What follows belongs to an exercise in optimizing a design on an open flow for small area; a production flow would make more cautious choices. The RTL was checked by simulation tests, not by an equivalence proof against the original design. Power is estimated from default activity; no workload was simulated.

[run.sh]
#!/bin/bash
# synth_recipe.tcl (not shown) runs the flow's synth.tcl, then flattens the netlist and writes it again
# the make line also repeats each setting of config.mk as NAME=value (left out here)
make -C /OpenROAD-flow-scripts/flow DESIGN_CONFIG=/design/flow/config.mk WORK_HOME=/design/flow/orfs CLKGATE_MAP_FILE= SYNTH_SCRIPT=/design/flow/synth_recipe.tcl finish
[config.mk]
export PLATFORM = sky130hd
export DESIGN_NAME = ANITA3_simple_trigger
export DESIGN_NICKNAME = ANITA3_simple_trigger
export VERILOG_FILES = /design/flow/design.v
export SDC_FILE = /design/flow/constraint.sdc
export NUM_CORES = 4
export LEC_CHECK = 0
export CAP_MARGIN = 20
export CORE_MARGIN = 2
export CORE_UTILIZATION = 40
export CTS_BUF_LIST = sky130_fd_sc_hd__clkbuf_4 sky130_fd_sc_hd__clkbuf_8
export SLEW_MARGIN = 20
[constraint.sdc]
create_clock -name core_clock -period 4.0 [get_ports {clk250_i}]
set_input_delay 0.8000 -clock core_clock [delete_from_list [all_inputs] [get_ports {clk250_i}]]
set_output_delay 0.8000 -clock core_clock [all_outputs]
set_load 0.01 [all_outputs]
[design.v]
`timescale 1ns / 1ps
module srl_oneshot(
		input clk250_i,
		input rst_i,
		input valid_i,
		input trig_i,
		output hold_o,
		output scal_o
    );
	reg flag;
	reg [15:0] delay_line;
	always @(posedge clk250_i) begin
		if (rst_i) flag <= 1'b0;
		else if (trig_i) flag <= 1'b1;
		else if (delay_line[15] && valid_i) flag <= 1'b0;
		delay_line <= {delay_line[14:0],trig_i};
	end
	assign scal_o = flag;
	assign hold_o = delay_line[1];
endmodule
`timescale 1ns / 1ps
module srl_oneshot_with_ref(
		input clk250_i,
		input rst_i,
		input valid_i,
		input pulse_i,
		input trig_i,
		output mon_scal_o,
		output scal_o
    );
	reg [1:0] mon_flag_reg;
	reg mon_flag;
	reg flag;
	reg [15:0] delay_line;
	reg [15:0] mon_hist;
	wire mon_edge = mon_flag_reg[0] && !mon_flag_reg[1];
	wire mon_old = mon_hist[14] && !mon_hist[15];
	always @(posedge clk250_i) begin
		if (rst_i) begin
			mon_flag_reg <= 2'b00;
			mon_flag <= 1'b0;
			flag <= 1'b0;
		end else begin
			mon_flag_reg <= {mon_flag_reg[0],flag & pulse_i};
			if (mon_edge) mon_flag <= 1'b1;
			else if (mon_old && valid_i) mon_flag <= 1'b0;
			if (trig_i) flag <= 1'b1;
			else if (delay_line[15] && valid_i) flag <= 1'b0;
		end
		mon_hist <= {mon_hist[14:0],mon_flag_reg[1]};
		delay_line <= {delay_line[14:0],trig_i};
	end
	assign scal_o = flag;
	assign mon_scal_o = mon_flag;
endmodule
`timescale 1ns / 1ps
module ANITA3_trigger_holdoff(
		input clk250_i,
		input rst_i,
		input trig_i,
		output holdoff_o
    );
	reg holdoff_div_2;
	reg [3:0] holdoff_counter;
	wire [4:0] holdoff_counter_plus_one = holdoff_counter + 1;
	reg trigger_holdoff;
	reg clear_holdoff;
	always @(posedge clk250_i) begin
		if (rst_i) begin
			trigger_holdoff <= 0;
			holdoff_div_2 <= 0;
			holdoff_counter <= {4{1'b0}};
			clear_holdoff <= 0;
		end else begin
			if (clear_holdoff) trigger_holdoff <= 0;
			else if (trig_i) trigger_holdoff <= 1;
			if (!trigger_holdoff) holdoff_div_2 <= 0;
			else holdoff_div_2 <= ~holdoff_div_2;
			if (!trigger_holdoff) holdoff_counter <= {4{1'b0}};
			else if (holdoff_div_2) holdoff_counter <= holdoff_counter_plus_one;
			clear_holdoff <= holdoff_counter_plus_one[4];
		end
	end
	assign holdoff_o = trigger_holdoff;
endmodule
`timescale 1ns / 1ps
module ANITA3_simple_trigger_map(
		input clk250_i,
		input rst_i,
		input [47:0] L1_i,
		input [31:0] mask_i,
		output [15:0] V_pol_phi_o,
		output [15:0] H_pol_phi_o
    );
	wire [15:0] V_in;
	wire [15:0] H_in;
	assign V_in[0]  = L1_i[4*2+0];  assign V_in[4]  = L1_i[4*2+1];
	assign H_in[0]  = L1_i[4*2+2];  assign H_in[4]  = L1_i[4*2+3];
	assign V_in[2]  = L1_i[4*3+0];  assign V_in[6]  = L1_i[4*3+1];
	assign H_in[2]  = L1_i[4*3+2];  assign H_in[6]  = L1_i[4*3+3];
	assign V_in[1]  = L1_i[4*4+0];  assign V_in[5]  = L1_i[4*4+1];
	assign H_in[1]  = L1_i[4*4+2];  assign H_in[5]  = L1_i[4*4+3];
	assign V_in[3]  = L1_i[4*5+0];  assign V_in[7]  = L1_i[4*5+1];
	assign H_in[3]  = L1_i[4*5+2];  assign H_in[7]  = L1_i[4*5+3];
	assign V_in[15] = L1_i[4*6+0];  assign V_in[11] = L1_i[4*6+1];
	assign H_in[15] = L1_i[4*6+2];  assign H_in[11] = L1_i[4*6+3];
	assign V_in[13] = L1_i[4*7+0];  assign V_in[9]  = L1_i[4*7+1];
	assign H_in[13] = L1_i[4*7+2];  assign H_in[9]  = L1_i[4*7+3];
	assign V_in[14] = L1_i[4*8+0];  assign V_in[10] = L1_i[4*8+1];
	assign H_in[14] = L1_i[4*8+2];  assign H_in[10] = L1_i[4*8+3];
	assign V_in[12] = L1_i[4*9+0];  assign V_in[8]  = L1_i[4*9+1];
	assign H_in[12] = L1_i[4*9+2];  assign H_in[8]  = L1_i[4*9+3];
	reg [15:0] V_pol_phi_reg;
	reg [15:0] H_pol_phi_reg;
	reg [15:0] V_pol_phi_pipe;
	reg [15:0] H_pol_phi_pipe;
	always @(posedge clk250_i) begin
		if (rst_i) begin
			V_pol_phi_reg <= 16'd0;
			H_pol_phi_reg <= 16'd0;
			V_pol_phi_pipe <= 16'd0;
			H_pol_phi_pipe <= 16'd0;
		end else begin
			V_pol_phi_reg <= V_in & ~mask_i[15:0];
			H_pol_phi_reg <= H_in & ~mask_i[31:16];
			V_pol_phi_pipe <= V_pol_phi_reg;
			H_pol_phi_pipe <= H_pol_phi_reg;
		end
	end
	assign V_pol_phi_o = V_pol_phi_pipe;
	assign H_pol_phi_o = H_pol_phi_pipe;
endmodule
`timescale 1ns / 1ps
module ANITA3_simple_trigger( clk250_i,
										rst_i,
										L1_i,
										trig_o,
										scal_o,
										scal_L1_o,
										disable_i,
										refpulse_i,
										mon_scal_o,
										ant_mask_i,
										phi_mask_i,
										phi_o,
										count_o
										);
	input clk250_i;
	input rst_i;
	input [47:0] L1_i;
	input [31:0] ant_mask_i;
	input [31:0] phi_mask_i;
	output trig_o;
	output [31:0] phi_o;
	output [31:0] scal_o;
	output [31:0] scal_L1_o;
	input refpulse_i;
	output [31:0] mon_scal_o;
	output [7:0] count_o;
	input disable_i;
	wire [15:0] V_pol_phi;
	wire [15:0] H_pol_phi;
	wire [15:0] V_pol_hold;
	wire [15:0] H_pol_hold;
	ANITA3_simple_trigger_map u_map(.clk250_i(clk250_i),
											  .rst_i(rst_i),
											  .mask_i(ant_mask_i),
											  .L1_i(L1_i),
											  .V_pol_phi_o(V_pol_phi),
											  .H_pol_phi_o(H_pol_phi));
	reg [4:0] rst_age;
	wire valid = rst_age[4];
	always @(posedge clk250_i) begin
		if (rst_i) rst_age <= 5'd0;
		else if (!rst_age[4]) rst_age <= rst_age + 5'd1;
	end
	reg [15:0] V_pol_trig;
	reg [15:0] H_pol_trig;
	reg [15:0] V_pol_pat;
	reg [15:0] H_pol_pat;
	reg rf_trigger;
	reg any_rf_trigger;
	reg [1:0] raw_rf_trigger;
	wire trigger_holdoff;
	reg [7:0] raw_rf_count;
	reg rf_count_flag;
	reg [7:0] rf_count;
	reg trig_disable;
	generate
		genvar i;
		for (i=0;i<16;i=i+1) begin : RF_TRIG
			srl_oneshot l1v_scaler(.clk250_i(clk250_i),.rst_i(rst_i),.valid_i(valid),.trig_i(V_pol_phi[i]),
													.hold_o(V_pol_hold[i]),.scal_o(scal_L1_o[i]));
			srl_oneshot l1h_scaler(.clk250_i(clk250_i),.rst_i(rst_i),.valid_i(valid),.trig_i(H_pol_phi[i]),
													.hold_o(H_pol_hold[i]),.scal_o(scal_L1_o[16+i]));
			srl_oneshot_with_ref v_scaler(.clk250_i(clk250_i),.rst_i(rst_i),.valid_i(valid),.trig_i(V_pol_trig[i]),.pulse_i(refpulse_i),
													.scal_o(scal_o[i]), .mon_scal_o(mon_scal_o[i]));
			srl_oneshot_with_ref h_scaler(.clk250_i(clk250_i),.rst_i(rst_i),.valid_i(valid),.trig_i(H_pol_trig[i]),.pulse_i(refpulse_i),
													.scal_o(scal_o[16+i]), .mon_scal_o(mon_scal_o[16+i]));
			always @(posedge clk250_i) begin
				if (rst_i) begin
					V_pol_trig[i] <= 1'b0;
					H_pol_trig[i] <= 1'b0;
				end else begin
					V_pol_trig[i] <= V_pol_phi[i] && V_pol_phi[(i+1)%16] && !phi_mask_i[i];
					H_pol_trig[i] <= H_pol_phi[i] && H_pol_phi[(i+1)%16] && !phi_mask_i[16+i];
				end
			end
		end
	endgenerate
	wire latch_pat = any_rf_trigger && !trigger_holdoff;
	always @(posedge clk250_i) begin
		if (rst_i) begin
			trig_disable <= 1'b0;
			H_pol_pat <= 16'd0;
			V_pol_pat <= 16'd0;
			any_rf_trigger <= 1'b0;
			rf_trigger <= 1'b0;
			raw_rf_trigger <= 2'b00;
			rf_count_flag <= 1'b0;
			raw_rf_count <= 8'd0;
			rf_count <= 8'd0;
		end else begin
			trig_disable <= disable_i;
			if (latch_pat) H_pol_pat <= H_pol_hold;
			if (latch_pat) V_pol_pat <= V_pol_hold;
			any_rf_trigger <= (|H_pol_trig) | (|V_pol_trig);
			rf_trigger <= latch_pat && !trig_disable;
			raw_rf_trigger <= {raw_rf_trigger[0],any_rf_trigger};
			rf_count_flag <= raw_rf_trigger[0] && !raw_rf_trigger[1];
			if (rf_count_flag) raw_rf_count <= raw_rf_count + 8'd1;
			if (rf_count_flag && trigger_holdoff) rf_count <= raw_rf_count;
		end
	end
	ANITA3_trigger_holdoff u_rf_holdoff(.clk250_i(clk250_i),
													.rst_i(rst_i),
													.trig_i(any_rf_trigger),
													.holdoff_o(trigger_holdoff));
	assign trig_o = rf_trigger;
	assign phi_o = {H_pol_pat,V_pol_pat};
	assign count_o = rf_count;
endmodule
==> summary.txt, run 1 <==
cell family with most CP delay: buffers and inverters
Crit-path slowest cell: clkdlybuf4s50_1
FFs w/ async S/R, synth: 0%
Worst Path Required: 3.20 ns
H-tree depth: 5
total power: 0.03479 W
clock buffer depth: 4
P per Cell Area: 681.1 mW/mm^2
Critical Path Start Type: flop
Rel. slew slack: 33.95%
VDD IR max: 0.0003167 V
R2R depth: 3
most common cell after layout, fill and taps aside: dfxtp_1
Seq pwr share: 53.9%
Clk pwr share: 45.4%
CP max stage delay: 0.61 ns
setup violators final: 0
global-route wire length before repair: 97030 um
core footprint: 0.1036 mm^2
internal power: 0.02806 W
Mapped Nets: 2807
WL per Instance: 13.52 um
RSZ-0062 raised after global routing: no
Die W: 327.4 um
Starting Density: 40.37%
root buffer cell: clkbuf_8
Post-synth EDFFs: 0
CTS hold repair buffers: 0
part of the power in combinational logic: 0.7%
cell depth of the worst setup path: 1
total congestion overflow: 0
YS warnings: 5
Crit. End Element: output port
final hold violations: 0
CP Cell Sequence: clkdlybuf4s50_1
synthesized instance count: 2688
Max Clk Rate: 366.6 MHz
Die ar.: 0.1072 mm^2
Slew Limit Fails: 0
Post-CTS Resized: 0
I/O Pins: 253
leakage dissipation: 20.10 nW
Yosys reg bits: 1858
max cap viols: 0
total CTS buffers: 293
share of cells above drive strength 1: 15.46%
DP HPWL: 38400 um
top_reg_cell synth: dfxtp_1
IO Port Bufs: 236
vias in the first global route: 18240
routed wire length: 62960 um
via count: 18380
Mapped Area: 0.04184 mm^2
Psw: 0.006730 W
Net Sw Frac: 19.34%
1st-pass router iterations: 4
post-route antenna net violation count: 0
crit path time final: 2.728 ns
Die Y: 327.4 um
Arr. time, crit path: 1.93 ns
worst slew pin tran: 0.9886 ns
Layout Nets: 3194
setup TNS: 0 ns
Clk Latency, worst-skew pair: 0.90 ns
reg2reg start: u_rf_holdoff.trigger_holdoff
initial DRC count: 601
CP Capture Point: scal_o[23]
most frequent cells in the layout: dfxtp_1 (1857), clkbuf_8 (360), clkdlybuf4s50_1 (235), nand2_1 (144), a21oi_1 (141)
sequential element share of the synthesized area: 88.91%
DR DRC count: 0
crit path launch: RF_TRIG[7].h_scaler.flag
clk slew on worst S/H paths: 0.06 ns
# Post-CTS Setup Buffers: 0
Final Skew: 0.06208 ns
Hold Crit Start: RF_TRIG[13].v_scaler.delay_line[8]
post-synthesis average cell area: 15.56 um^2
final period utilization: 68.19%
Critical Path Fanout Max: 3
Crit Path Class: reg2out
initial antenna violation count: 10
R2R Path End: V_pol_pat[7]
gpl congestion: 0.7090
Distinct cells, synth: 33
largest net degree at the start of global routing: 101
status: finished clean
Rows: 118
Worst R2R Setup Slack: 2.11 ns
sum of buffers and inverters on the critical path: 1
CTS tree: done
Vias/cell: 3.946
P&R area growth vs syn: 22.10%
CTS Sinks: 1858
Worst Hold Class: reg2reg
total track usage: 11.88%
-- stage by stage --
| step | util (%) | instance area, um^2 | std cells | setup slack (ns) | hold slack, ns |
|---|---|---|---|---|---|
| 2_1_floorplan | - | 41840 | 2688 | 2.462 | 0.3096 |
| 3_3_place_gp | 43.48 | 45060 | 4160 | 1.529 | 0.3095 |
| 3_5_place_dp | 43.48 | 45060 | 4160 | 1.529 | 0.3121 |
| 4_1_cts | 49.27 | 51070 | 4653 | 1.124 | 0.2743 |
| 5_1_grt | 49.28 | 51070 | 4655 | 1.127 | 0.2832 |
| 6_report | 49.28 | 51080 | 4658 | 1.272 | 0.2852 |
-- routing by layer --
| metal | vias up | routed length, um | GRT usage, % |
|---|---|---|---|
| met5 | - | 0 | 0 |
| met4 | 0 | 1608 | 5.953 |
| met3 | 126 | 4472 | 5.074 |
| met2 | 417 | 26760 | 17.03 |
| met1 | 8573 | 30120 | 15.30 |
| li1 | 9265 | - | - |
-- power by group through the flow --
| stage | Clock, W | Combinational, W | Sequential, W |
|---|---|---|---|
| floorplan | 0 | 0.000111 | 0.0191 |
| global placement | 0 | 0.000250 | 0.0192 |
| detailed placement | 0 | 0.000252 | 0.0192 |
| CTS | 0.0164 | 0.000253 | 0.0188 |
| global route | 0.0172 | 0.000270 | 0.0188 |
| finish | 0.0158 | 0.000247 | 0.0188 |
-- cell families (layout without fill, tap and decap cells) --
| logic type | Yosys count | after routing | synth area share (%) |
|---|---|---|---|
| flip-flops | 1858 | 1858 | 88.91 |
| AND/OR/NAND/NOR | 517 | 517 | 6.660 |
| buffers and inverters | 152 | 737 | 2.318 |
| AO/OA/AOI/OAI | 145 | 145 | 1.744 |
| XOR/XNOR | 10 | 10 | 0.2094 |
| adder cells (fa/ha/maj) | 3 | 3 | 0.08973 |
| multiplexers | 3 | 3 | 0.07178 |
| other | 0 | 5 | 0 |
-- synthesized netlist by cell type, types with 4 or more instances --
library cell | instances | area (um^2)
a21oi_1 | 141 | 705.7
and2_1 | 32 | 200.2
buf_1 | 4 | 15.01
buf_2 | 31 | 155.2
buf_4 | 96 | 720.7
clkbuf_1 | 19 | 71.32
dfxtp_1 | 1858 | 37200
nand2_1 | 144 | 540.5
nand3_1 | 9 | 45.04
nand3b_1 | 32 | 240.2
nor2_1 | 111 | 416.7
nor2b_1 | 102 | 638.1
nor3_1 | 5 | 25.02
nor3b_1 | 32 | 240.2
nor4_1 | 8 | 50.05
nor4bb_1 | 28 | 280.3
xor2_1 | 7 | 61.31
-- layout make-up --
class | instances | area [um^2]
Timing Repair Buffer | 242 | 2437
Clock buffer | 454 | 5660
Multi-Input combinational cell | 678 | 3689
Fill cell | 8963 | 52560
Inverter | 2 | 7.507
Clock inverter | 39 | 347.8
Sequential cell | 1858 | 37200
Antenna cell | 5 | 12.51
Tap cell | 1380 | 1727
-- worst min path at each step --
stage                                         endpoint  slack (ns)  cells after the start
floorplan           RF_TRIG[0].h_scaler.delay_line[10]        0.31                      0
global placement    RF_TRIG[15].h_scaler.delay_line[8]        0.31                      0
detailed placement  RF_TRIG[0].v_scaler.delay_line[13]        0.31                      0
CTS                           u_map.V_pol_phi_pipe[14]        0.27                      2
global route        RF_TRIG[12].h_scaler.delay_line[6]        0.28                      0
finish              RF_TRIG[13].v_scaler.delay_line[9]        0.29                      0
==> inputs of run 2 (changes only) <==
--- a/config.mk
+++ b/config.mk
@@ -8,5 +8,4 @@
 export CAP_MARGIN = 20
 export CORE_MARGIN = 2
 export CORE_UTILIZATION = 40
-export CTS_BUF_LIST = sky130_fd_sc_hd__clkbuf_4 sky130_fd_sc_hd__clkbuf_8
 export SLEW_MARGIN = 20
==> run 2 against run 1 <==
Net effect: die area is the same; wire length shrank 2.0%; critical path type unchanged; clock-buffer cell count shrank 210; sequential share of layout area grew 0.45 points; first-iteration DRC count grew 10%; total power grew 0.55%; non-clock buffer count is the same; clock skew shrank 0.037 ns; synthesized cell count is the same; core utilization shrank 0.30 points.
==> summary.txt, run 2 <==
status: finished clean
# Post-CTS Setup Buffers: 0 (unchanged)
Die Y: 327.4 um (unchanged)
reg2reg start: u_rf_holdoff.trigger_holdoff
CTS hold repair buffers: 0 (unchanged)
final period utilization: 64.68% (-3.5 points)
cell depth of the worst setup path: 1 (unchanged)
initial antenna violation count: 12 (+2)
Crit Path Class: reg2out
YS warnings: 5 (unchanged)
Worst Path Required: 3.20 ns (about the same)
Slew Limit Fails: 0 (unchanged)
Critical Path Fanout Max: 3 (unchanged)
via count: 17720 (-3.6%)
CTS tree: done
hold endpoint: RF_TRIG[4].h_scaler.delay_line[2]
Post-synth EDFFs: 0 (unchanged)
IO Port Bufs: 236 (unchanged)
Mapped Nets: 2807 (unchanged)
initial DRC count: 661 (+10%)
1st-pass router iterations: 4 (unchanged)
root buffer cell: clkbuf_16
total CTS buffers: 170 (-42%)
wl on met1: 29910 um (-0.68%)
hold path cells: 0 (unchanged)
Worst Setup Slack, final: 1.413 ns (+0.1403 ns)
post-synthesis average cell area: 15.56 um^2 (unchanged)
Die W: 327.4 um (unchanged)
leakage dissipation: 19.70 nW (-2.0%)
most numerous cell in the Yosys netlist: dfxtp_1
WL per Instance: 13.83 um (+2.3%)
CP Cell Sequence: clkdlybuf4s50_1
Worst Hold Class: reg2reg
routed wire length: 61720 um (-2.0%)
commonest cells in the synthesized netlist: dfxtp_1 (1858), nand2_1 (144), a21oi_1 (141)
I/O Pins: 253 (unchanged)
core footprint: 0.1036 mm^2 (unchanged)
total track usage: 11.63% (-0.25 points)
worst slew pin tran: 1.011 ns (+0.02232 ns)
clk slew on worst S/H paths: 0.06 ns (about the same)
most frequent cells in the layout: dfxtp_1 (1857), clkdlybuf4s50_1 (235), clkbuf_16 (174), nand2_1 (144), a21oi_1 (141)
sequential element share of the synthesized area: 88.91% (unchanged)
gpl congestion: 0.7090 (unchanged)
Mapped Area: 0.04184 mm^2 (unchanged)
total congestion overflow: 0 (unchanged)
crit path time final: 2.587 ns (-0.1403 ns)
VDD IR max: 0.0004111 V (+30%)
Arr. time, crit path: 1.79 ns (-0.14 ns)
FFs w/ async S/R, synth: 0% (unchanged)
post-synth top area cell: dfxtp_1
Starting Density: 40.37% (unchanged)
max cap viols: 0 (unchanged)
metal2 WL: 25920 um (-3.1%)
R2R depth: 3 (unchanged)
Rel. slew slack: 32.46% (-1.5 points)
vias in the first global route: 17050 (-6.5%)
Clk Latency, worst-skew pair: 0.74 ns (-0.16 ns)
CP max stage delay: 0.62 ns (about the same)
Hold Crit Start: RF_TRIG[4].h_scaler.delay_line[1]
post-route antenna net violation count: 0 (unchanged)
Worst R2R Setup Slack: 2.11 ns (about the same)
Layout Nets: 3071 (-3.9%)
Crit. End Element: output port
P&R area growth vs syn: 21.34%
pre-CTS setup slack: 1.529 ns (unchanged)
final hold violations: 0 (unchanged)
Max Clk Rate: 386.5 MHz (+5.4%)
setup violators final: 0 (unchanged)
Critical Path Start Type: flop
sum of buffers and inverters on the critical path: 1 (unchanged)
Finished Cell Area: 0.05077 mm^2 (-0.61%)
Final Skew: 0.02512 ns (-0.03696 ns)
DP HPWL: 38400 um (unchanged)
Post-CTS Resized: 0 (unchanged)
Rows: 118 (unchanged)
top_reg_cell synth: dfxtp_1
Synth area leaders: dfxtp_1 (89%), buf_4 (1.7%), a21oi_1 (1.7%)
synthesized instance count: 2688 (unchanged)
Area after DPL: 0.04506 mm^2 (unchanged)
DR DRC count: 0 (unchanged)
H-tree depth: 4 (-1)
Distinct cells, synth: 33 (unchanged)
global-route wire length before repair: 94370 um (-2.7%)
P per Cell Area: 689.1 mW/mm^2 (+1.2%)
top layer in use: met4
DR WL met3: 4030 um (-9.9%)
R2R Path End: V_pol_pat[7]
setup TNS: 0 ns (unchanged)
largest net degree at the start of global routing: 101 (unchanged)
Die ar.: 0.1072 mm^2 (unchanged)
clock buffer depth: 3 (-1)
post-synth top area share: 88.91% (unchanged)
share of cells above drive strength 1: 8.931% (-6.5 points)
cell family with most CP delay: buffers and inverters
Crit-path slowest cell: clkdlybuf4s50_1
most common cell after layout, fill and taps aside: dfxtp_1
RSZ-0062 raised after global routing: no
Yosys reg bits: 1858 (unchanged)
CTS Sinks: 1858 (unchanged)
Vias/cell: 3.970 (+0.59%)
==> run 2: changes by cell type in the layout (fill, tap and decap cells not counted), moves of 4 or more <==
cell and delta:
clkbuf_8 -327, clkinv_2 +4, clkbuf_16 +174, bufinv_16 +9, clkbuf_4 -94, clkbuf_1 +37
==> run 2: power breakdown <==
group	leakage, nW	internal, W	switching, W
logic	1.89	0.000139	0.000107
clock network	2.80	0.00946	0.00652
registers	15.0	0.0187	0.0000633
==> run 2: layout make-up <==
class,instances,area (um^2)
fillers,8919,52880
flip-flops and latches,1858,37200
clock buffers,244,4947
multi-input cells,678,3689
repair buffers,242,2437
well taps,1380,1727
clock inverters,55,747.0
diodes,5,12.51
inverters,2,7.507
==> run 2: kinds of logic (layout without fill, tap and decap cells) <==
logic type | Yosys count | in the layout | share of synthesized area [%]
simple gates | 517 | 517 | 6.660
compound gates | 145 | 145 | 1.744
mux | 3 | 3 | 0.07178
xor+xnor | 10 | 10 | 0.2094
flops | 1858 | 1858 | 88.91
other cells | 0 | 5 | 0
fa+ha+maj | 3 | 3 | 0.08973
buf+inv | 152 | 543 | 2.318
==> run 2: worst max-delay path by stage <==
| stage | startpoint | to | slack [ns] |
|---|---|---|---|
| 6_report | RF_TRIG[7].h_scaler.flag | scal_o[23] | 1.41 |
| 3_3_place_gp | refpulse_i | RF_TRIG[9].v_scaler.mon_flag_reg[0] | 1.53 |
| 3_5_place_dp | refpulse_i | RF_TRIG[14].h_scaler.mon_flag_reg[0] | 1.53 |
| 5_1_grt | RF_TRIG[15].l1h_scaler.flag | scal_L1_o[31] | 1.28 |
| 4_1_cts | RF_TRIG[15].l1h_scaler.flag | scal_L1_o[31] | 1.30 |
| 2_1_floorplan | rst_i | H_pol_trig[15] | 2.46 |
==> run 2: metal layers <==
metal | global-route usage [%] | up-vias
met5 | 0 | -
met4 | 5.844 | 0
met3 | 4.293 | 126
met2 | 16.66 | 348
met1 | 15.41 | 8261
li1 | - | 8985
==> run 2: stage by stage <==
| stage | hold slack [ns] | total power (W) | util, % | instances |
|---|---|---|---|---|
| finish | 0.3042 | 0.03498 | 48.98 | 4464 |
| global route | 0.3111 | 0.03628 | 48.97 | 4461 |
| CTS | 0.3080 | 0.03548 | 48.97 | 4459 |
| detailed placement | 0.3121 | 0.01941 | 43.48 | 4160 |
| global placement | 0.3095 | 0.01941 | 43.48 | 4160 |
| floorplan | 0.3096 | 0.01924 | - | 2688 |
==> inputs of run 3 (changes only) <==
--- a/config.mk
+++ b/config.mk
@@ -8,4 +8,7 @@
 export CAP_MARGIN = 20
 export CORE_MARGIN = 2
 export CORE_UTILIZATION = 40
+export CTS_BUF_LIST = sky130_fd_sc_hd__clkbuf_8
+export CTS_CLUSTER_DIAMETER = 60
+export CTS_CLUSTER_SIZE = 20
 export SLEW_MARGIN = 20
==> run 3 against run 2 <==
Net effect: still clean; non-clock buffer count stayed put; total power is 21% lower; area after synthesis stayed put; register-to-register slack worse by 0.03 ns; design area is 6.9% lower; flip-flop and latch count stayed put; worst setup slack worse by 0.064 ns; die area stayed put; synthesized cell count stayed put; largest power group unchanged.
==> summary.txt, run 3 <==
cell depth of the worst setup path: 1 (unchanged)
synthesized instance count: 2688 (unchanged)
clock buffer depth: 3 (unchanged)
routed wire length: 59890 um (-3.0%)
H-tree depth: 3 (-1)
CTS tree: done
Crit. End Element: output port
share of cells above drive strength 1: 5.780% (-3.2 points)
commonest cells in the synthesized netlist: dfxtp_1 (1858), nand2_1 (144), a21oi_1 (141)
initial antenna violation count: 12 (unchanged)
Layout Nets: 3016 (-1.8%)
mux cell area share after synthesis: 0.07178% (unchanged)
status: finished clean
gpl congestion: 0.7090 (unchanged)
VDD IR max: 0.0002586 V (-37%)
wl on met1: 29510 um (-1.3%)
CP Cell Sequence: clkdlybuf4s50_1
Mapped Nets: 2807 (unchanged)
setup violators final: 0 (unchanged)
DP HPWL: 38400 um (unchanged)
initial DRC count: 575 (-13%)
P per Cell Area: 587.8 mW/mm^2 (-15%)
global-route wire length before repair: 91090 um (-3.5%)
core footprint: 0.1036 mm^2 (unchanged)
1st-pass router iterations: 4 (unchanged)
Crit Path Class: reg2out
Die W: 327.4 um (unchanged)
post-route antenna net violation count: 0 (unchanged)
Worst Hold Class: reg2reg
Vias/cell: 3.986 (+0.41%)
Crit-path slowest cell: clkdlybuf4s50_1
RSZ-0062 raised after global routing: no
WL per Instance: 13.85 um (+0.15%)
Synth Area in Simple Gates: 6.660% (unchanged)
DR WL met3: 3814 um (-5.4%)
clk slew on worst S/H paths: 0.11 ns (+0.05 ns)
worst slew pin tran: 0.9611 ns (-0.04983 ns)
Die Y: 327.4 um (unchanged)
Mapped Area: 0.04184 mm^2 (unchanged)
most common cell after layout, fill and taps aside: dfxtp_1
Die ar.: 0.1072 mm^2 (unchanged)
P&R area growth vs syn: 13.01%
top layer in use: met4
most frequent cells in the layout: dfxtp_1 (1857), clkdlybuf4s50_1 (235), nand2_1 (144), a21oi_1 (141), clkbuf_8 (124)
total congestion overflow: 0 (unchanged)
vias in the first global route: 16180 (-5.1%)
sequential element share of the synthesized area: 88.91% (unchanged)
Synth area leaders: dfxtp_1 (89%), buf_4 (1.7%), a21oi_1 (1.7%)
IO Port Bufs: 236 (unchanged)
Slew Limit Fails: 0 (unchanged)
largest net degree at the start of global routing: 101 (unchanged)
post-synthesis average cell area: 15.56 um^2 (unchanged)
Arr. time, crit path: 1.85 ns (+0.06 ns)
Post-Synth Adder-Cell Area: 0.08972% (unchanged)
CTS Sinks: 1858 (unchanged)
# fillers: 9258 (+3.8%)
Rows: 118 (unchanged)
# Post-CTS Setup Buffers: 0 (unchanged)
Yosys reg bits: 1858 (unchanged)
cell family with most CP delay: buffers and inverters
final period utilization: 66.29% (+1.6 points)
Rel. slew slack: 35.79% (+3.3 points)
crit path time final: 2.651 ns (+0.06416 ns)
Final Skew: 0.03364 ns (+0.008526 ns)
Critical Path Fanout Max: 3 (unchanged)
sum of buffers and inverters on the critical path: 1 (unchanged)
leakage dissipation: 18.04 nW (-8.4%)
hold path cells: 0 (unchanged)
CP max stage delay: 0.59 ns (-0.03 ns)
I/O Pins: 253 (unchanged)
most numerous cell in the Yosys netlist: dfxtp_1
non-filler cells, final: 4325 (-3.1%)
Clk Latency, worst-skew pair: 0.78 ns (+0.04 ns)
setup TNS: 0 ns (unchanged)
largest family of logic cells by synthesized area: simple AND/OR/NAND/NOR gates
DR DRC count: 0 (unchanged)
total CTS buffers: 115 (-32%)
FFs w/ async S/R, synth: 0% (unchanged)
Post-synth EDFFs: 0 (unchanged)
Max Clk Rate: 377.2 MHz (-2.4%)
CTS hold repair buffers: 0 (unchanged)
YS warnings: 5 (unchanged)
post-synth top area cell: dfxtp_1
Cells after DPL: 4160 (unchanged)
max cap viols: 0 (unchanged)
total track usage: 11.15% (-0.48 points)
Synth Area in XOR/XNOR: 0.2093% (unchanged)
Critical Path Start Type: flop
final hold violations: 0 (unchanged)
metal2 WL: 24870 um (-4.1%)
via count: 17240 (-2.7%)
Distinct cells, synth: 33 (unchanged)
area fraction in compound gates after synthesis: 1.744% (unchanged)
Starting Density: 40.37% (unchanged)
root buffer cell: clkbuf_8
top_reg_cell synth: dfxtp_1
post-synth top area share: 88.91% (unchanged)
R2R depth: 3 (unchanged)
Post-CTS Resized: 0 (unchanged)
Worst Path Required: 3.20 ns (about the same)
## run 3: logic make-up after synthesis
group,count (synthesis)
AOI/OAI and AO/OA,145
xor gates and xnor gates,10
adders and majority gates,3
buffers and inverters,152
DFF,1858
muxes,3
and+or+nand+nor,517
## run 3: per-layer routing
metal / global-route usage, % / vias to the layer above
met5: 0 / -
met3: 3.561 / 116
li1: - / 8763
met1: 15.33 / 8067
met2: 16.20 / 293
met4: 4.587 / 0
## run 3: worst paths after layout
| kind | startpoint | endpoint | slack (ns) |
|---|---|---|---|
| max | RF_TRIG[6].h_scaler.flag | scal_o[22] | 1.35 |
| min | RF_TRIG[12].h_scaler.mon_hist[0] | RF_TRIG[12].h_scaler.mon_hist[1] | 0.31 |
| max reg2reg | u_rf_holdoff.trigger_holdoff | V_pol_pat[7] | 2.08 |
| min reg2reg | RF_TRIG[12].h_scaler.mon_hist[0] | RF_TRIG[12].h_scaler.mon_hist[1] | 0.31 |
## run 3: stage by stage
| step | hold slack [ns] | worst slack, ns | power, W | area (um^2) | util (%) |
|---|---|---|---|---|---|
| finish | 0.3072 | 1.349 | 0.02779 | 47280 | 45.62 |
| global route | 0.3010 | 1.209 | 0.02896 | 47280 | 45.62 |
| CTS | 0.3080 | 1.207 | 0.02824 | 47270 | 45.61 |
| detailed placement | 0.3121 | 1.529 | 0.01941 | 45060 | 43.48 |
| global placement | 0.3095 | 1.529 | 0.01941 | 45060 | 43.48 |
| floorplan | 0.3096 | 2.462 | 0.01924 | 41840 | - |
## run 3: report_power, final
group          internal (W)  switching [W]
Sequential           0.0187      0.0000629
Clock               0.00335        0.00547
Combinational      0.000139       0.000107
## run 3: cell type report
class	count	area, um^2	area share, %
inverter	2	7.507	0.01588
sequential	1858	37200	78.68
timing repair buffer	242	2437	5.155
clock inverter	37	504.2	1.066
clock buffer	124	1707	3.610
antenna	4	10.01	0.02117
tap	1380	1727	3.652
multi-input combinational	678	3689	7.801
==> inputs of run 4 (changes only) <==
--- a/config.mk
+++ b/config.mk
@@ -7,8 +7,8 @@
 export LEC_CHECK = 0
 export CAP_MARGIN = 20
 export CORE_MARGIN = 2
-export CORE_UTILIZATION = 40
-export CTS_BUF_LIST = sky130_fd_sc_hd__clkbuf_8
+export CORE_UTILIZATION = 60
+export CTS_BUF_LIST = sky130_fd_sc_hd__clkbuf_16
 export CTS_CLUSTER_DIAMETER = 60
-export CTS_CLUSTER_SIZE = 20
+export CTS_CLUSTER_SIZE = 36
 export SLEW_MARGIN = 20
==> run 4 against run 3 <==
Net effect: total power up 2.6%; clock power grew 8.2%; still clean on timing, DRC and antenna; largest power group unchanged; largest cell class unchanged; highest routed layer is now met5; die area is 33% lower.
==> summary.txt, run 4 <==
status: finished clean
DP HPWL: 36220 um (-5.7%)
YS warnings: 5 (unchanged)
core footprint: 0.06883 mm^2 (-34%)
final hold violations: 0 (unchanged)
R2R Path End: RF_TRIG[1].h_scaler.mon_flag
commonest cells in the synthesized netlist: dfxtp_1 (1858), nand2_1 (144), a21oi_1 (141)
CTS tree: done
Mapped Area: 0.04184 mm^2 (unchanged)
post-route antenna net violation count: 0 (unchanged)
Starting Density: 60.79% (+20 points)
Worst Hold Class: reg2reg
gpl congestion: 0.7608 (+7.3%)
Finished Cell Area: 0.04702 mm^2 (-0.56%)
Layout Nets: 2974 (-1.4%)
most frequent cells in the layout: dfxtp_1 (1857), clkdlybuf4s50_1 (235), nand2_1 (144), a21oi_1 (141), nor2_1 (111)
Vias/cell: 4.461 (+12%)
setup violators final: 0 (unchanged)
IO Port Bufs: 236 (unchanged)
post-synth top area share: 88.91% (unchanged)
most numerous cell in the Yosys netlist: dfxtp_1
P&R area growth vs syn: 12.38%
clock buffer depth: 3 (unchanged)
Rows: 96 (-19%)
most common cell after layout, fill and taps aside: dfxtp_1
# Post-CTS Setup Buffers: 0 (unchanged)
setup TNS: 0 ns (unchanged)
post-synth top area cell: dfxtp_1
H-tree depth: 3 (unchanged)
total track usage: 15.84% (+4.7 points)
largest net degree at the start of global routing: 165 (+63%)
total CTS buffers: 72 (-37%)
Die Y: 268.1 um (-18%)
max cap viols: 0 (unchanged)
R2R depth: 4 (+1)
Worst R2R Setup Slack: 2.01 ns (-0.07 ns)
CP max stage delay: 0.78 ns (+0.19 ns)
Critical Path Start Type: flop
Post-CTS Resized: 0 (unchanged)
post-synthesis average cell area: 15.56 um^2 (unchanged)
routed wire length: 56730 um (-5.3%)
hold endpoint: RF_TRIG[4].h_scaler.mon_hist[4]
via count: 17130 (-0.61%)
WL per Instance: 14.77 um (+6.7%)
Yosys reg bits: 1858 (unchanged)
sequential element share of the synthesized area: 88.91% (unchanged)
sum of buffers and inverters on the critical path: 1 (unchanged)
Rel. slew slack: 38.16% (+2.4 points)
pre-CTS setup slack: 1.351 ns (-0.1774 ns)
Clk Latency, worst-skew pair: 0.65 ns (-0.13 ns)
Area after DPL: 0.04447 mm^2 (-1.3%)
final core occ: 68.31% (+23 points)
Final Skew: 0.03779 ns (+0.004147 ns)
hold path cells: 0 (unchanged)
FFs w/ async S/R, synth: 0% (unchanged)
cell family with most CP delay: buffers and inverters
1st-pass router iterations: 4 (unchanged)
total congestion overflow: 0 (unchanged)
Post-synth EDFFs: 0 (unchanged)
CTS hold repair buffers: 0 (unchanged)
Crit. End Element: output port
Distinct cells, synth: 33 (unchanged)
initial antenna violation count: 8 (-4)
root buffer cell: clkbuf_16
Critical Path Fanout Max: 2 (-1)
Synth area leaders: dfxtp_1 (89%), buf_4 (1.7%), a21oi_1 (1.7%)
leakage dissipation: 18.13 nW (+0.49%)
Worst Setup Slack, final: 1.418 ns (+0.06960 ns)
Die W: 268.1 um (-18%)
Max Clk Rate: 387.3 MHz (+2.7%)
I/O Pins: 253 (unchanged)
Crit Path Class: reg2out
Die ar.: 0.07186 mm^2 (-33%)
Worst Path Required: 3.20 ns (about the same)
crit path time final: 2.582 ns (-0.06960 ns)
Arr. time, crit path: 1.78 ns (-0.07 ns)
P per Cell Area: 606.4 mW/mm^2 (+3.2%)
vias in the first global route: 16320 (+0.87%)
clk slew on worst S/H paths: 0.12 ns (about the same)
Mapped Nets: 2807 (unchanged)
top_reg_cell synth: dfxtp_1
total power: 0.02851 W (+2.6%)
global-route wire length before repair: 87170 um (-4.3%)
VDD IR max: 0.0004221 V (+63%)
Slew Limit Fails: 0 (unchanged)
DR DRC count: 0 (unchanged)
CP Cell Sequence: clkdlybuf4s50_1
RSZ-0062 raised after global routing: no
final period utilization: 64.55% (-1.7 points)
share of cells above drive strength 1: 4.475% (-1.3 points)
initial DRC count: 786 (+37%)
Hold Crit Start: RF_TRIG[4].h_scaler.mon_hist[3]
synthesized instance count: 2688 (unchanged)
CTS Sinks: 1858 (unchanged)
reg2reg start: rst_age[4]
Crit-path slowest cell: clkdlybuf4s50_1
worst slew pin tran: 0.9256 ns (-0.03553 ns)
run 4: cell types whose count changed in the layout (fill, tap and decap cells not counted), sizes merged, moves of 2 or more:
cell	previous run	this run
clkinvlp	4	2
clkbuf	124	75
clkinv	8	20
bufinv	6	4
inv	21	25
run 4: cell families (layout without fill, tap and decap cells):
kind of cell / count (synthesis) / after routing / synth area share (%)
mux: 3 / 3 / 0.07178
buf+inv: 152 / 369 / 2.318
flops: 1858 / 1858 / 88.91
simple gates: 517 / 517 / 6.660
fa+ha+maj: 3 / 3 / 0.08973
xor+xnor: 10 / 10 / 0.2094
compound gates: 145 / 145 / 1.744
other cells: 0 / 5 / 0
run 4: worst max-delay path by stage:
stage / slack (ns) / cells after the start / from / to
6_report: 1.42 / 1 / rf_count[6] / count_o[6]
5_1_grt: 1.26 / 1 / rf_count[6] / count_o[6]
4_1_cts: 1.37 / 1 / rf_count[6] / count_o[6]
3_5_place_dp: 1.35 / 3 / rst_i / u_map.V_pol_phi_reg[3]
3_3_place_gp: 1.39 / 3 / rst_i / H_pol_trig[14]
2_1_floorplan: 2.46 / 3 / rst_i / H_pol_trig[15]
run 4: final cells by class:
class | instances | area, um^2
clock inverter | 49 | 634.4
fill | 4832 | 21810
tap | 931 | 1165
multi-input combinational | 678 | 3681
timing repair buffer | 243 | 2440
antenna | 5 | 12.51
clock buffer | 75 | 1877
sequential | 1858 | 37200
inverter | 2 | 7.507
run 4: power breakdown:
part / internal, W / switching [W]
clock: 0.00397 / 0.00556
sequential: 0.0187 / 0.0000639
combinational: 0.000140 / 0.000106
run 4: through the flow:
| stage | hold slack [ns] | std cells |
|---|---|---|
| after floorplan | 0.3096 | 2688 |
| after global placement | 0.3095 | 3711 |
| after detailed placement | 0.3121 | 3711 |
| after CTS | 0.2966 | 3835 |
| after global routing | 0.3003 | 3838 |
| final | 0.2914 | 3841 |
run 4: per-layer routing:
| layer | vias to the layer above | track usage [%] | part of all wire, % |
|---|---|---|---|
| li1 | 8708 | - | - |
| met1 | 8070 | 22.02 | 49 |
| met2 | 249 | 24.17 | 43 |
| met3 | 99 | 4.628 | 5.7 |
| met4 | 8 | 4.786 | 2.4 |
| met5 | - | 0 | 0.090 |
==> inputs of run 5 (changes only) <==
--- a/design.v
+++ b/design.v
@@ -32,22 +32,22 @@
 	reg mon_flag;
 	reg flag;
 	reg [15:0] delay_line;
-	reg [15:0] mon_hist;
+	reg [15:0] mon_delay_line;
 	wire mon_edge = mon_flag_reg[0] && !mon_flag_reg[1];
-	wire mon_old = mon_hist[14] && !mon_hist[15];
-	always @(posedge clk250_i) begin
-		if (rst_i) begin
-			mon_flag_reg <= 2'b00;
+	always @(posedge clk250_i) begin
+		if (rst_i) begin
+			mon_flag_reg[1] <= 1'b1;
 			mon_flag <= 1'b0;
 			flag <= 1'b0;
 		end else begin
-			mon_flag_reg <= {mon_flag_reg[0],flag & pulse_i};
+			mon_flag_reg[1] <= mon_flag_reg[0];
 			if (mon_edge) mon_flag <= 1'b1;
-			else if (mon_old && valid_i) mon_flag <= 1'b0;
+			else if (mon_delay_line[15] && valid_i) mon_flag <= 1'b0;
 			if (trig_i) flag <= 1'b1;
 			else if (delay_line[15] && valid_i) flag <= 1'b0;
 		end
-		mon_hist <= {mon_hist[14:0],mon_flag_reg[1]};
+		mon_flag_reg[0] <= flag & pulse_i;
+		mon_delay_line <= {mon_delay_line[14:0],mon_edge};
 		delay_line <= {delay_line[14:0],trig_i};
 	end
 	assign scal_o = flag;
@@ -209,11 +209,15 @@
 		end
 	endgenerate
 	wire latch_pat = any_rf_trigger && !trigger_holdoff;
+	wire pat_load = latch_pat & ~rst_i;
+	wire pat_keep = ~latch_pat & ~rst_i;
+	always @(posedge clk250_i) begin
+		V_pol_pat <= (V_pol_hold & {16{pat_load}}) | (V_pol_pat & {16{pat_keep}});
+		H_pol_pat <= (H_pol_hold & {16{pat_load}}) | (H_pol_pat & {16{pat_keep}});
+	end
 	always @(posedge clk250_i) begin
 		if (rst_i) begin
 			trig_disable <= 1'b0;
-			H_pol_pat <= 16'd0;
-			V_pol_pat <= 16'd0;
 			any_rf_trigger <= 1'b0;
 			rf_trigger <= 1'b0;
 			raw_rf_trigger <= 2'b00;
@@ -222,8 +226,6 @@
 			rf_count <= 8'd0;
 		end else begin
 			trig_disable <= disable_i;
-			if (latch_pat) H_pol_pat <= H_pol_hold;
-			if (latch_pat) V_pol_pat <= V_pol_hold;
 			any_rf_trigger <= (|H_pol_trig) | (|V_pol_trig);
 			rf_trigger <= latch_pat && !trig_disable;
 			raw_rf_trigger <= {raw_rf_trigger[0],any_rf_trigger};
==> config.mk (replaced) <==
export PLATFORM = sky130hd
export DESIGN_NAME = ANITA3_simple_trigger
export DESIGN_NICKNAME = ANITA3_simple_trigger
export VERILOG_FILES = /design/flow/design.v
export SDC_FILE = /design/flow/constraint.sdc
export NUM_CORES = 4
export LEC_CHECK = 0
export ABC_AREA = 1
export CAP_MARGIN = 20
export CORE_MARGIN = 2
export CORE_UTILIZATION = 40
export CTS_BUF_LIST = sky130_fd_sc_hd__clkbuf_8
export CTS_CLUSTER_DIAMETER = 60
export CTS_CLUSTER_SIZE = 20
export SLEW_MARGIN = 20
==> run 5 against run 4 <==
Net effect: synthesized cell count increased by 6.1%; non-clock buffer count increased by 1; design area increased by 0.40%; critical path depth unchanged; critical path type unchanged; critical endpoint is now scal_L1_o[28]; largest cell class unchanged.
==> summary.txt, run 5 <==
via count: 17670 (+3.1%)
Mapped Nets: 2972 (+5.9%)
Mapped Area: 0.04192 mm^2 (+0.19%)
cell family with most CP delay: buffers and inverters
status: finished clean
Die W: 327.7 um (+22%)
Rows: 118 (+23%)
CTS tree: done
Final Skew: 0.03802 ns (+0.0002350 ns)
post-synth top area cell: dfxtp_1
Crit Path Class: reg2out
RSZ-0062 raised after global routing: no
leakage dissipation: 18.55 nW (+2.3%)
clock buffer depth: 3 (unchanged)
max cap viols: 0 (unchanged)
Crit-path slowest cell: clkdlybuf4s50_1
H-tree depth: 3 (unchanged)
most frequent cells in the layout: dfxtp_1 (1857), clkdlybuf4s50_1 (235), nand2_1 (230), nor2_1 (180), inv_1 (169)
final core occ: 45.48% (-23 points)
synthesized instance count: 2853 (+6.1%)
routed wire length: 60230 um (+6.2%)
gpl congestion: 0.7565 (-0.57%)
Max Clk Rate: 360.9 MHz (-6.8%)
YS warnings: 5 (unchanged)
Crit. End Element: output port
Starting Density: 40.39% (-20 points)
Critical Path Start Type: flop
Yosys reg bits: 1858 (unchanged)
CTS hold repair buffers: 0 (unchanged)
core footprint: 0.1038 mm^2 (+51%)
1st-pass router iterations: 4 (unchanged)
# fillers: 9171 (+90%)
Die Y: 327.7 um (+22%)
FFs w/ async S/R, synth: 0% (unchanged)
root buffer cell: clkbuf_8
sum of buffers and inverters on the critical path: 1 (unchanged)
share of cells above drive strength 1: 5.219% (+0.74 points)
CTS Sinks: 1858 (unchanged)
total track usage: 11.27% (-4.6 points)
vias in the first global route: 16710 (+2.4%)
post-route antenna net violation count: 0 (unchanged)
Post-synth EDFFs: 0 (unchanged)
Worst Hold Class: reg2reg
sequential element share of the synthesized area: 88.74% (-0.17 points)
CP max stage delay: 0.83 ns (+0.05 ns)
clk slew on worst S/H paths: 0.11 ns (about the same)
Cells after DPL: 4331 (+17%)
Distinct cells, synth: 25 (-24%)
Synth area leaders: dfxtp_1 (89%), nand2_1 (2.1%), buf_4 (1.8%)
final period utilization: 69.27% (+4.7 points)
global-route wire length before repair: 92360 um (+5.9%)
most common cell after layout, fill and taps aside: dfxtp_1
P&R area growth vs syn: 12.61%
DR DRC count: 0 (unchanged)
crit path time final: 2.771 ns (+0.1891 ns)
setup violators final: 0 (unchanged)
Vias/cell: 3.936 (-12%)
setup TNS: 0 ns (unchanged)
Post-CTS Resized: 0 (unchanged)
Clk Latency, worst-skew pair: 0.79 ns (+0.14 ns)
Arr. time, crit path: 1.97 ns (+0.19 ns)
most numerous cell in the Yosys netlist: dfxtp_1
total congestion overflow: 0 (unchanged)
non-filler cells, final: 4489 (+17%)
CP Cell Sequence: clkdlybuf4s50_1
initial DRC count: 706 (-10%)
initial antenna violation count: 10 (+2)
DP HPWL: 39090 um (+7.9%)
Layout Nets: 3185 (+7.1%)
I/O Pins: 253 (unchanged)
P per Cell Area: 584.0 mW/mm^2 (-3.7%)
post-synth top area share: 88.74% (-0.17 points)
total CTS buffers: 112 (+56%)
worst slew pin tran: 1.032 ns (+0.1068 ns)
final hold violations: 0 (unchanged)
Die ar.: 0.1074 mm^2 (+49%)
IO Port Bufs: 236 (unchanged)
Worst Path Required: 3.20 ns (about the same)
Slew Limit Fails: 0 (unchanged)
Rel. slew slack: 31.17% (-7.0 points)
WL per Instance: 13.42 um (-9.2%)
VDD IR max: 0.0002488 V (-41%)
top_reg_cell synth: dfxtp_1
Critical Path Fanout Max: 2 (unchanged)
# Post-CTS Setup Buffers: 0 (unchanged)
post-synthesis average cell area: 14.69 um^2 (-5.6%)
commonest cells in the synthesized netlist: dfxtp_1 (1858), nand2_1 (230), nor2_1 (180)
largest net degree at the start of global routing: 115 (-30%)
## run 5: changes by cell type in the layout (fill, tap and decap cells not counted), sizes merged, moves of 46 or more
cell / before / now
inv: 25 / 181
nand2: 144 / 230
nor2b: 102 / 0
a21oi: 141 / 66
o21ai: 2 / 48
nor2: 111 / 182
## run 5: cell type report
class	instances	area, um^2	area share [%]
Inverter	167	631.9	1.339
Timing Repair Buffer	244	2432	5.153
Clock inverter	34	457.9	0.9701
Antenna cell	5	12.51	0.02651
Sequential cell	1858	37200	78.81
Tap cell	1380	1727	3.658
Clock buffer	118	1624	3.441
Multi-Input combinational cell	683	3119	6.608
## run 5: worst reg2reg max path, cell delays in order, from the launching register on
cell and delay, ns:
dfxtp_4 0.80, buf_4 0.39, nand2_1 0.16, nand3_1 0.10, nand2_1 0.06
## run 5: per-layer routing
metal / track usage [%] / part of all wire [%] / vias to the layer above
met5: 0 / 0.15 / -
met4: 4.009 / 2.7 / 12
met3: 3.986 / 7.4 / 128
met2: 16.80 / 41 / 329
met1: 15.15 / 48 / 8140
li1: - / - / 9059
## run 5: power breakdown
part	internal (W)	leakage (nW)	switching, W	total, W
logic	0.000135	2.46	0.000139	0.000274
registers	0.0187	15.0	0.0000541	0.0187
clock network	0.00319	1.07	0.00536	0.00855
## run 5: final timing paths
kind / start / end / slack, ns / cells after the start
worst max-delay path: RF_TRIG[12].l1h_scaler.flag / scal_L1_o[28] / 1.23 / 1
worst min-delay path: RF_TRIG[5].h_scaler.mon_delay_line[13] / RF_TRIG[5].h_scaler.mon_delay_line[14] / 0.30 / 0
worst max register to register: rst_age[4] / RF_TRIG[4].l1h_scaler.flag / 2.37 / 4
worst min register to register: RF_TRIG[5].h_scaler.mon_delay_line[13] / RF_TRIG[5].h_scaler.mon_delay_line[14] / 0.30 / 0
## run 5: logic make-up (layout without fill, tap and decap cells)
group / count (synthesis) / count (layout) / share of synthesized area, %
simple gates: 501 / 501 / 4.803
fa+ha+maj: 3 / 3 / 0.08956
compound gates: 178 / 178 / 2.516
other cells: 0 / 5 / 0
xor+xnor: 1 / 1 / 0.02090
flops: 1858 / 1858 / 88.73
buf+inv: 312 / 563 / 3.836
## run 5: stage by stage
stage / hold WS [ns] / power, W / setup WS, ns / instance area [um^2]
5_1_grt: 0.3045 / 0.02873 / 1.170 / 47190
3_5_place_dp: 0.3121 / 0.01945 / 1.344 / 45090
2_1_floorplan: 0.3096 / 0.01927 / 2.610 / 41920
4_1_cts: 0.2571 / 0.02800 / 1.162 / 47170
6_report: 0.3012 / 0.02757 / 1.229 / 47200
3_3_place_gp: 0.3095 / 0.01944 / 1.385 / 45090
==> inputs of run 6 (changes only) <==
==> flow/run.sh (new file) <==
#!/bin/bash
# Standard ORFS layout with three changes: port buffers are buf_1, CTS uses
# clkbuf_8 sink clusters of up to 20 flops, and CTS adds no dummy loads.
set -euo pipefail
export BUFFER_PORTS_ARGS="-buffer_cell sky130_fd_sc_hd__buf_1"
export CTS_ARGS="-sink_clustering_enable -repair_clock_nets -buf_list sky130_fd_sc_hd__clkbuf_8 -sink_clustering_size 20 -sink_clustering_max_diameter 60 -dont_use_dummy_load"
bash standard.sh finish > standard_make.log 2>&1
==> standard.sh (new file) <==
#!/bin/bash
# synth_recipe.tcl (not shown) runs the flow's synth.tcl, then flattens the netlist and writes it again
# the make line also repeats each setting of config.mk as NAME=value (left out here)
make -C /OpenROAD-flow-scripts/flow DESIGN_CONFIG=/design/flow/config.mk WORK_HOME=/design/flow/orfs CLKGATE_MAP_FILE= SYNTH_SCRIPT=/design/flow/synth_recipe.tcl "${@:-finish}"
==> config.mk (replaced) <==
export PLATFORM = sky130hd
export DESIGN_NAME = ANITA3_simple_trigger
export DESIGN_NICKNAME = ANITA3_simple_trigger
export VERILOG_FILES = /design/flow/design.v
export SDC_FILE = /design/flow/constraint.sdc
export NUM_CORES = 4
export LEC_CHECK = 0
export CAP_MARGIN = 20
export CORE_MARGIN = 2
export CORE_UTILIZATION = 40
export SLEW_MARGIN = 20
removed: run.sh
==> run 6 against run 5 <==
Net effect: area after synthesis is 0.75% lower; total power is 3.6% lower; wire length is 1.8% higher; clock-buffer cell count is 2 lower; sequential power hardly changed; cell count is 5.9% lower; highest routed layer unchanged; critical path depth stayed put; global-route usage is 0.14 points higher; worst setup slack better by 0.44 ns; synthesized cell count is 8.2% lower.
==> summary.txt, run 6 <==
share of cells above drive strength 1: 4.693% (-0.53 points)
Starting Density: 40.26% (-0.13 points)
Slew Limit Fails: 0 (unchanged)
max cap viols: 0 (unchanged)
largest net degree at the start of global routing: 111 (-3.5%)
most numerous cell in the Yosys netlist: dfxtp_1
# fillers: 9274 (+1.1%)
Finished Cell Area: 0.04496 mm^2 (-4.7%)
status: finished clean
Worst Path Required: 3.20 ns (about the same)
Mapped Area: 0.04160 mm^2 (-0.75%)
Mapped Nets: 2739 (-7.8%)
most frequent cells in the layout: dfxtp_1 (1857), buf_1 (234), clkbuf_8 (116), nand2_1 (112), nor2_1 (111)
Vias/cell: 3.984 (+1.2%)
initial antenna violation count: 15 (+5)
global-route wire length before repair: 91950 um (-0.44%)
IO Port Bufs: 236 (unchanged)
total track usage: 11.41% (+0.14 points)
final period utilization: 58.20% (-11 points)
leakage dissipation: 17.19 nW (-7.3%)
commonest cells in the synthesized netlist: dfxtp_1 (1858), nand2_1 (112), nor2_1 (111)
# Post-CTS Setup Buffers: 0 (unchanged)
1st-pass router iterations: 5 (+1)
Crit Path Class: reg2out
via count: 16830 (-4.8%)
root buffer cell: clkbuf_8
gpl congestion: 0.6947 (-8.2%)
Layout Nets: 2955 (-7.2%)
worst slew pin tran: 0.8295 ns (-0.2028 ns)
post-synth top area share: 89.40% (+0.67 points)
WL per Instance: 14.51 um (+8.1%)
Critical Path Start Type: flop
Rows: 118 (unchanged)
post-route antenna net violation count: 0 (unchanged)
CP max stage delay: 0.42 ns (-0.41 ns)
total congestion overflow: 0 (unchanged)
Critical Path Fanout Max: 2 (unchanged)
setup TNS: 0 ns (unchanged)
CP Cell Sequence: buf_1
synthesized instance count: 2620 (-8.2%)
core footprint: 0.1033 mm^2 (-0.43%)
Worst Hold Class: in2reg
H-tree depth: 3 (unchanged)
P per Cell Area: 591.0 mW/mm^2 (+1.2%)
Die Y: 326.5 um (-0.37%)
Die W: 326.5 um (-0.37%)
Arr. time, crit path: 1.53 ns (-0.44 ns)
final core occ: 43.51% (-2.0 points)
Final Skew: 0.1058 ns (+0.06782 ns)
setup violators final: 0 (unchanged)
FFs w/ async S/R, synth: 0% (unchanged)
CTS hold repair buffers: 0 (unchanged)
most common cell after layout, fill and taps aside: dfxtp_1
Post-CTS Resized: 0 (unchanged)
Crit-path slowest cell: buf_1
I/O Pins: 253 (unchanged)
clock buffer depth: 3 (unchanged)
VDD IR max: 0.0002675 V (+7.5%)
Rel. slew slack: 44.70% (+14 points)
CTS tree: done
Max Clk Rate: 429.6 MHz (+19%)
final hold violations: 0 (unchanged)
Post-synth EDFFs: 0 (unchanged)
top_reg_cell synth: dfxtp_1
cell family with most CP delay: buffers and inverters
sequential element share of the synthesized area: 89.40% (+0.67 points)
crit path time final: 2.328 ns (-0.4430 ns)
initial DRC count: 707 (+0.14%)
CTS Sinks: 1858 (unchanged)
post-synth top area cell: dfxtp_1
routed wire length: 61290 um (+1.8%)
vias in the first global route: 15900 (-4.8%)
Distinct cells, synth: 32 (+28%)
sum of buffers and inverters on the critical path: 1 (unchanged)
Clk Latency, worst-skew pair: 0.78 ns (about the same)
Area after DPL: 0.04334 mm^2 (-3.9%)
DP HPWL: 38780 um (-0.79%)
clk slew on worst S/H paths: 0.12 ns (about the same)
P&R area growth vs syn: 8.072%
Synth area leaders: dfxtp_1 (89%), buf_4 (1.9%), a21oi_1 (1.3%)
DR DRC count: 0 (unchanged)
Yosys reg bits: 1858 (unchanged)
Die ar.: 0.1066 mm^2 (-0.74%)
RSZ-0062 raised after global routing: no
total CTS buffers: 116 (+3.6%)
Crit. End Element: output port
post-synthesis average cell area: 15.88 um^2 (+8.1%)
YS warnings: 5 (unchanged)
## run 6: changes by cell type after synthesis, moves of 32 or more
cell      before  now
nor3b_1        0   32
nand3_1       47   10
a21oi_1       66  110
nor2_1       180  111
inv_1        165    0
o21ai_0       45    3
a21boi_0      32    0
nand2_1      230  112
or2_1          0   32
a22o_1         0   32
o21a_1        32    0
and2_1         0   32
nor2b_1        0   68
## run 6: cell families after synthesis
family / Yosys count / synth area share [%]
muxes: 3 / 0.07218
AOI/OAI and AO/OA: 146 / 2.048
xor gates and xnor gates: 10 / 0.2105
and+or+nand+nor: 452 / 5.819
adders and majority gates: 3 / 0.09023
buffers and inverters: 148 / 2.358
DFF: 1858 / 89.40
## run 6: metrics by stage
stage               worst slack (ns)  power (W)  cells  hold slack, ns
floorplan                      2.348    0.01927   2620          0.3096
global route                   1.508    0.02769   4216         0.06381
finish                         1.672    0.02657   4224          0.1618
detailed placement             1.700    0.01938   4098          0.3121
CTS                            1.506    0.02704   4214         0.03494
global placement               1.699    0.01938   4098          0.3095
## run 6: where the power goes
group | switching (W) | leakage [nW] | internal [W]
Combinational | 0.000117 | 1.33 | 0.0000698
Sequential | 0.0000712 | 15.0 | 0.0187
Clock | 0.00503 | 0.834 | 0.00259
Total | 0.00522 | 17.2 | 0.0214
## run 6: per-layer routing
metal	vias up	GRT usage [%]	wire length [um]
met5	-	0	27
met4	4	4.198	1967
met3	127	3.285	3649
met2	301	16.36	24730
met1	7860	16.33	30910
li1	8535	-	-
## run 6: area by class of cell
cell class / count / area (um^2) / area share [%]
multi-input cells: 614 / 3445 / 7.661
diodes: 10 / 25.02 / 0.05565
well taps: 1380 / 1727 / 3.840
repair buffers: 244 / 963.4 / 2.143
flip-flops and latches: 1858 / 37200 / 82.73
clock buffers: 116 / 1597 / 3.551
inverters: 2 / 7.507 / 0.01670
## run 6: path summary, 6_finish.rpt
check	start	to	slack, ns	cells after the start
setup reg to reg	u_rf_holdoff.trigger_holdoff	V_pol_pat[11]	1.97	4
hold reg to reg	RF_TRIG[8].h_scaler.delay_line[0]	RF_TRIG[8].h_scaler.delay_line[1]	0.25	0
hold / removal	ant_mask_i[28]	u_map.H_pol_phi_reg[12]	0.16	2
setup / recovery	RF_TRIG[3].l1h_scaler.flag	scal_L1_o[19]	1.67	1

==> afterwards: timing with drivers on the ports <==
Ports are ideal in the flow. The routed layouts listed here were re-timed in OpenROAD.
Step 1 assumes that a clkbuf_16 drives the clock port and a buf_2 every other input.
Step 2 adds t to the input delays and takes it off the output delays; t is the mean of the earliest and latest rising clock arrival at the registers after step 1. Input paths then give back, and output paths get back, about the clock's delay inside the block.
Three values: no drivers, after step 1, after step 2; two values: the first two.
| run | t, ns | setup slack, ns | hold WS [ns] | worst slew at a driven data input, ns |
|---|---|---|---|---|
| run 1 | 0.930 | 1.272 / 1.207 / 1.583 | 0.285 / 0.285 / 0.285 | 0.10 |
| run 2 | 0.800 | 1.413 / 1.343 / 1.568 | 0.304 / 0.304 / 0.304 | 0.10 |
| run 3 | 0.835 | 1.349 / 1.278 / 1.639 | 0.307 / 0.307 / 0.307 | 0.11 |
| run 4 | 0.696 | 1.418 / 1.353 / 1.542 | 0.291 / 0.291 / 0.291 | 0.09 |
| run 5 | 0.824 | 1.229 / 1.164 / 1.439 | 0.301 / 0.301 / 0.301 | 0.11 |
| run 6 | 0.777 | 1.672 / 1.612 / 1.795 | 0.162 / 0.127 / 0.253 | 0.16 |
After both steps setup and hold are still met in every run listed.
